Source: an optimization exercise on an open RTL-to-GDS flow (aim: a short achievable clock period and few clock cycles). Production flows keep margins and buffers that such runs may drop.
Only simulation tests tie the RTL to the original design; equivalence was not proved.

## design/flow/run.sh

```bash
#!/bin/bash
# synth_recipe.tcl (not shown) runs the flow's synth.tcl, then flattens the netlist and writes it again
# the make line also repeats each setting of config.mk as NAME=value (left out here)
make -C /OpenROAD-flow-scripts/flow DESIGN_CONFIG=/design/flow/config.mk WORK_HOME=/design/flow/orfs CLKGATE_MAP_FILE= SYNTH_SCRIPT=/design/flow/synth_recipe.tcl finish
```

## design/flow/constraint.sdc

```tcl
create_clock -name core_clock -period 100.0 [get_ports {clk}]
set_input_delay 20.0000 -clock core_clock [delete_from_list [all_inputs] [get_ports {clk}]]
set_output_delay 20.0000 -clock core_clock [all_outputs]
set_load 0.01 [all_outputs]
```

## design/flow/design.v

```verilog
module modular_square_simple
   #(
     parameter int MOD_LEN = 32
    )
   (
    input logic                   clk,
    input logic                   reset,
    input logic                   start,
    input logic [MOD_LEN-1:0]     sq_in,
    output logic [MOD_LEN-1:0]    sq_out,
    output logic                  valid
   );
   localparam [MOD_LEN-1:0] MODULUS = 32'd3113120051;
   logic [MOD_LEN-1:0]            cur_sq_in;
   logic [MOD_LEN*2-1:0]          squared;
   logic [MOD_LEN-1:0]            sq_out_comb;
   localparam  [3:0]              PIPELINE_DEPTH = 1;
   logic [3:0]                    valid_count;
   logic                          running;
   logic                          valid_next;
   always_ff @(posedge clk) begin
      if(start) begin
         cur_sq_in <= sq_in;
      end else if(valid_next) begin
         cur_sq_in <= sq_out_comb;
      end
   end
   assign sq_out = valid ? cur_sq_in : {MOD_LEN{1'bx}};
   always_ff @(posedge clk) begin
      if(reset) begin
         running        <= 0;
         valid_count    <= 0;
      end else begin
         if(start || valid_next) begin
            running     <= 1;
            valid_count <= 0;
         end else begin
            valid_count <= valid_count + 1;
         end
      end
   end
   assign valid_next = running && (valid_count == PIPELINE_DEPTH-1);
   always_ff @(posedge clk) begin
      valid <= valid_next;
   end
   always_comb begin
      squared     = {{MOD_LEN{1'b0}}, cur_sq_in};
      squared     = squared * squared;
      squared     = squared % {{MOD_LEN{1'b0}}, MODULUS};
      sq_out_comb = squared[MOD_LEN-1:0];
   end
endmodule
```

## design/flow/config.mk

```make
export PLATFORM = sky130hd
export DESIGN_NAME = modular_square_simple
export DESIGN_NICKNAME = modular_square_simple
export VERILOG_FILES = /design/flow/design.v
export SDC_FILE = /design/flow/constraint.sdc
export NUM_CORES = 4
export LEC_CHECK = 0
export CAP_MARGIN = 20
export CORE_MARGIN = 2
export CORE_UTILIZATION = 25
export SLEW_MARGIN = 20
```

==> run summary <==
* Status: timing/DRC/antenna clean
* Hold Buf Count CTS at 0
* Final wirelength at about 430000 µm
* DR WL/cell at approximately 20 µm
* Layout cells sized above 1 at 0.193
* 1st-iter DRT viols at roughly 12000
* Reg-to-Reg Start: cur_sq_in[9]$_DFFE_PP_
* H-Tree Depth at 2
* Post-placement cell area at 126000 µm²
* Met3 WL at around 28000 µm
* Clock Tree Root: clkbuf_16
* Period utilization at 0.849
* Global-route usage over all layers at 0.164
* Design area at 126000 µm²
* Highest routed layer: met4
* Clock latency on the worst-skew pair at a little under 0.3 ns
* Fill cells at roughly 54000
* Reg2Reg Setup Slack at approximately 15 ns
* Unique cell type count in the Yosys netlist at between 200 and 250
* Ys Warns at 1
* Synth Flop Type: edfxtp_1
* CTS sink count at 38
* Area growth, synth to finish at 1.69%
* Post-Syn Area at 124000 µm²
* Initial Utilization at 0.251
* Syn_nets at between 15000 and 20000
* Syn avg cell area at between 7 and 8 µm²
* Critical Path End: cur_sq_in[11]$_DFFE_PP_
* Inserted Clock Buffers at 5
* DP HPWL at ~350000 µm
* Clock tree buffer depth at 2
* CP startpoint kind: register
* Commonest cells post-synth: nand2_1 (1497), inv_1 (1308), nor2_1 (1173), xnor2_1 (954), fa_1 (802)
* First-pass GRT wire length at just under 700000 µm
* Tightest Hold Check Type: reg2reg
* Pre-CTS setup slack at 16.73 ns
* Worst setup EP type: register
* Synth area leaders: fa_1 (13%), xnor2_1 (6.8%), nand2_1 (4.5%), inv_1 (4.0%), nor2_1 (3.6%)
* Max-Cap Viols at 0
* Clock Skew at ~0.0063 ns
* GRT Residual Overflow at 0
* Worst path required time at between 100 and 150 ns
* CTS tree: done
* Final Hold Fails at 0
* Synth area leader: fa_1
* Final slew viol count at 0
* Worst Tran Pin Value at between 1 and 1.5 ns
* Die Y at 707 µm
* IO Pins at 68
* Worst-path fanout max at 70
* Core box area at ~490000 µm²
* Placer Congestion at ~0.94
* Area share of the leading cell type in the synthesized netlist at 0.130
* Largest net degree at the start of global routing at between 70 and 80
* DR WL met2 at just over 200000 µm
* FF-to-FF End: cur_sq_in[11]$_DFFE_PP_
* Critical path's slowest cell: o31ai_2
* Unrepaired setup endpoints after global routing: no
* Remaining DRCs at 0
* Vias per cell at 5.55
* Post-synth EDFFs at 32
* Hold path depth at 1
* # nets final at about 16000
* Die W at between 700 and 800 µm
* Wl on met1 at 190000 µm
* WS Path Type: reg2reg
* Slew Limit Headroom at 0.190
* Core Util, Final at 0.255
* R2R cell count at around 220
* Die footprint at 500000 µm²
* CP max stage delay at about 0.93 ns
* Worst path most repeated cell: buf_4
* Rows at 258
* Final setup slack of the worst path at between 15 and 20 ns
* Setup bufs post-CTS at 0
* Vias in the first global route at between 100k and 150k
* Final antenna-violating net count at 0
* Worst endpoint data arrival time at 84.93 ns
* Yosys reg bits at 38
* Synth Instances at about 15000
* Resize count post-CTS at 0
* Final setup violation count at 0
* Period minus WS final at roughly 85 ns
* Sequential fraction of the synthesis area at 0.00874
* Setup Total Neg Slack at 0 ns
* Initial antenna violation count at 3
* Crit path launch: cur_sq_in[9]$_DFFE_PP_
* Post-route insts no fill at 21510
* Most frequent cell after synthesis: nand2_1
* IO Port Bufs at 67
* Maximum clock frequency at 0.0118 GHz
* Placed cells at roughly 22000
* Pre-Repair DR Iteration Count at 7
* Clk slew on worst S/H paths at approximately 0.060 ns
* Ys async rst share at 0
* Via Count at 119384
## through the flow
stage / hold slack [ns]
5_1_grt: 0.492
3_5_place_dp: 0.461
3_3_place_gp: 0.448
4_1_cts: 0.475
6_report: 0.475
2_1_floorplan: 0.430
## flip-flops by register name (all words and copies together) (netlist names)
| register | flops |
|---|---|
| cur_sq_in | 32 |
| running | 1 |
| valid | 1 |
| valid_count | 4 |
## cell usage in the layout, fill, tap and decap left out, types with 199 or more instances in the layout
cell,count
a21oi_1,692
and2_1,321
fa_1,802
ha_1,297
inv_1,1308
nand2_1,1497
nand3_1,485
nand4_1,199
nor2_1,1173
nor3_1,393
o21ai_0,459
o21ai_1,203
xnor2_1,947
xor2_1,422
## area by class of cell
class                   count  area, µm²  share of cell area
multi-input cells       13413     109000               0.870
well taps                6500       8130              0.0647
inverters                1333       5170              0.0411
repair buffers            217       1790              0.0142
flip-flops and latches     38       1080             0.00860
clock buffers               6        139             0.00110
clock inverters             2       11.3           0.0000896
diodes                      1       2.50           0.0000199
## critical path: cells and delay by family (launching register included)
family / cells / cell delay [ns]
AO/OA/AOI/OAI: 87 / 33.35
AND/OR/NAND/NOR: 80 / 30.28
buffers and inverters: 19 / 6.90
XOR/XNOR: 14 / 6.42
adder cells (fa/ha/maj): 10 / 4.99
multiplexers: 6 / 1.93
flip-flops: 1 / 0.32
## metal layers
metal  up-vias  global-route usage
li1      55226                   -
met1     58574               0.222
met2      4871               0.278
met3       713              0.0130
met4         0              0.0438
met5         -                   0
## worst min-delay path by stage
stage	slack, ns	endpoint	startpoint
floorplan	0.43	valid_count[0]$_SDFF_PP0_	valid_count[0]$_SDFF_PP0_
global placement	0.45	valid_count[0]$_SDFF_PP0_	valid_count[0]$_SDFF_PP0_
detailed placement	0.46	valid_count[0]$_SDFF_PP0_	valid_count[0]$_SDFF_PP0_
CTS	0.48	valid_count[0]$_SDFF_PP0_	valid_count[0]$_SDFF_PP0_
global route	0.49	valid$_DFF_P_	valid_count[3]$_SDFF_PP0_
finish	0.47	valid_count[0]$_SDFF_PP0_	valid_count[0]$_SDFF_PP0_
## cells by family (layout without fill, tap and decap cells)
| family | count (synthesis) | count (layout) | synth area share |
|---|---|---|---|
| buf+inv | 2024 | 1558 | 0.108 |
| other cells | 0 | 1 | 0 |
| fa+ha+maj | 1107 | 1107 | 0.161 |
| compound gates | 4418 | 4418 | 0.297 |
| flops | 38 | 38 | 0.00874 |
| xor+xnor | 1579 | 1579 | 0.125 |
| simple gates | 6002 | 6002 | 0.272 |
| mux | 307 | 307 | 0.0286 |
Testbench counts, summed over its fixed seeds: cycles 2,080.

[static timing again, ports no longer ideal]
Ports are ideal in the flow. The routed layout listed here was re-timed in OpenROAD.
Step 1, drivers: a clkbuf_16 drives clk and a buf_2 each remaining input, both assumed.
Step 2 times the ports against the registers' clock, not the clock port: input delays grow and output delays shrink by t, the midpoint of the rising clock arrivals with the driver on.
a / b / c = ideal / step 1 / step 2; a / b = the first two.
shift t [ns]: 0.323
slack for setup (ns): 15.112 / 15.112 / 15.112
clock arrival spread, ns: 0.006 / 0.006
slew at the worst register clock pin (ns): 0.06 / 0.06
After both steps setup and hold are still met in this run. For this run, drivers alone change the setup slack by 0.000 ns; drivers and shift together by 0.000 ns.
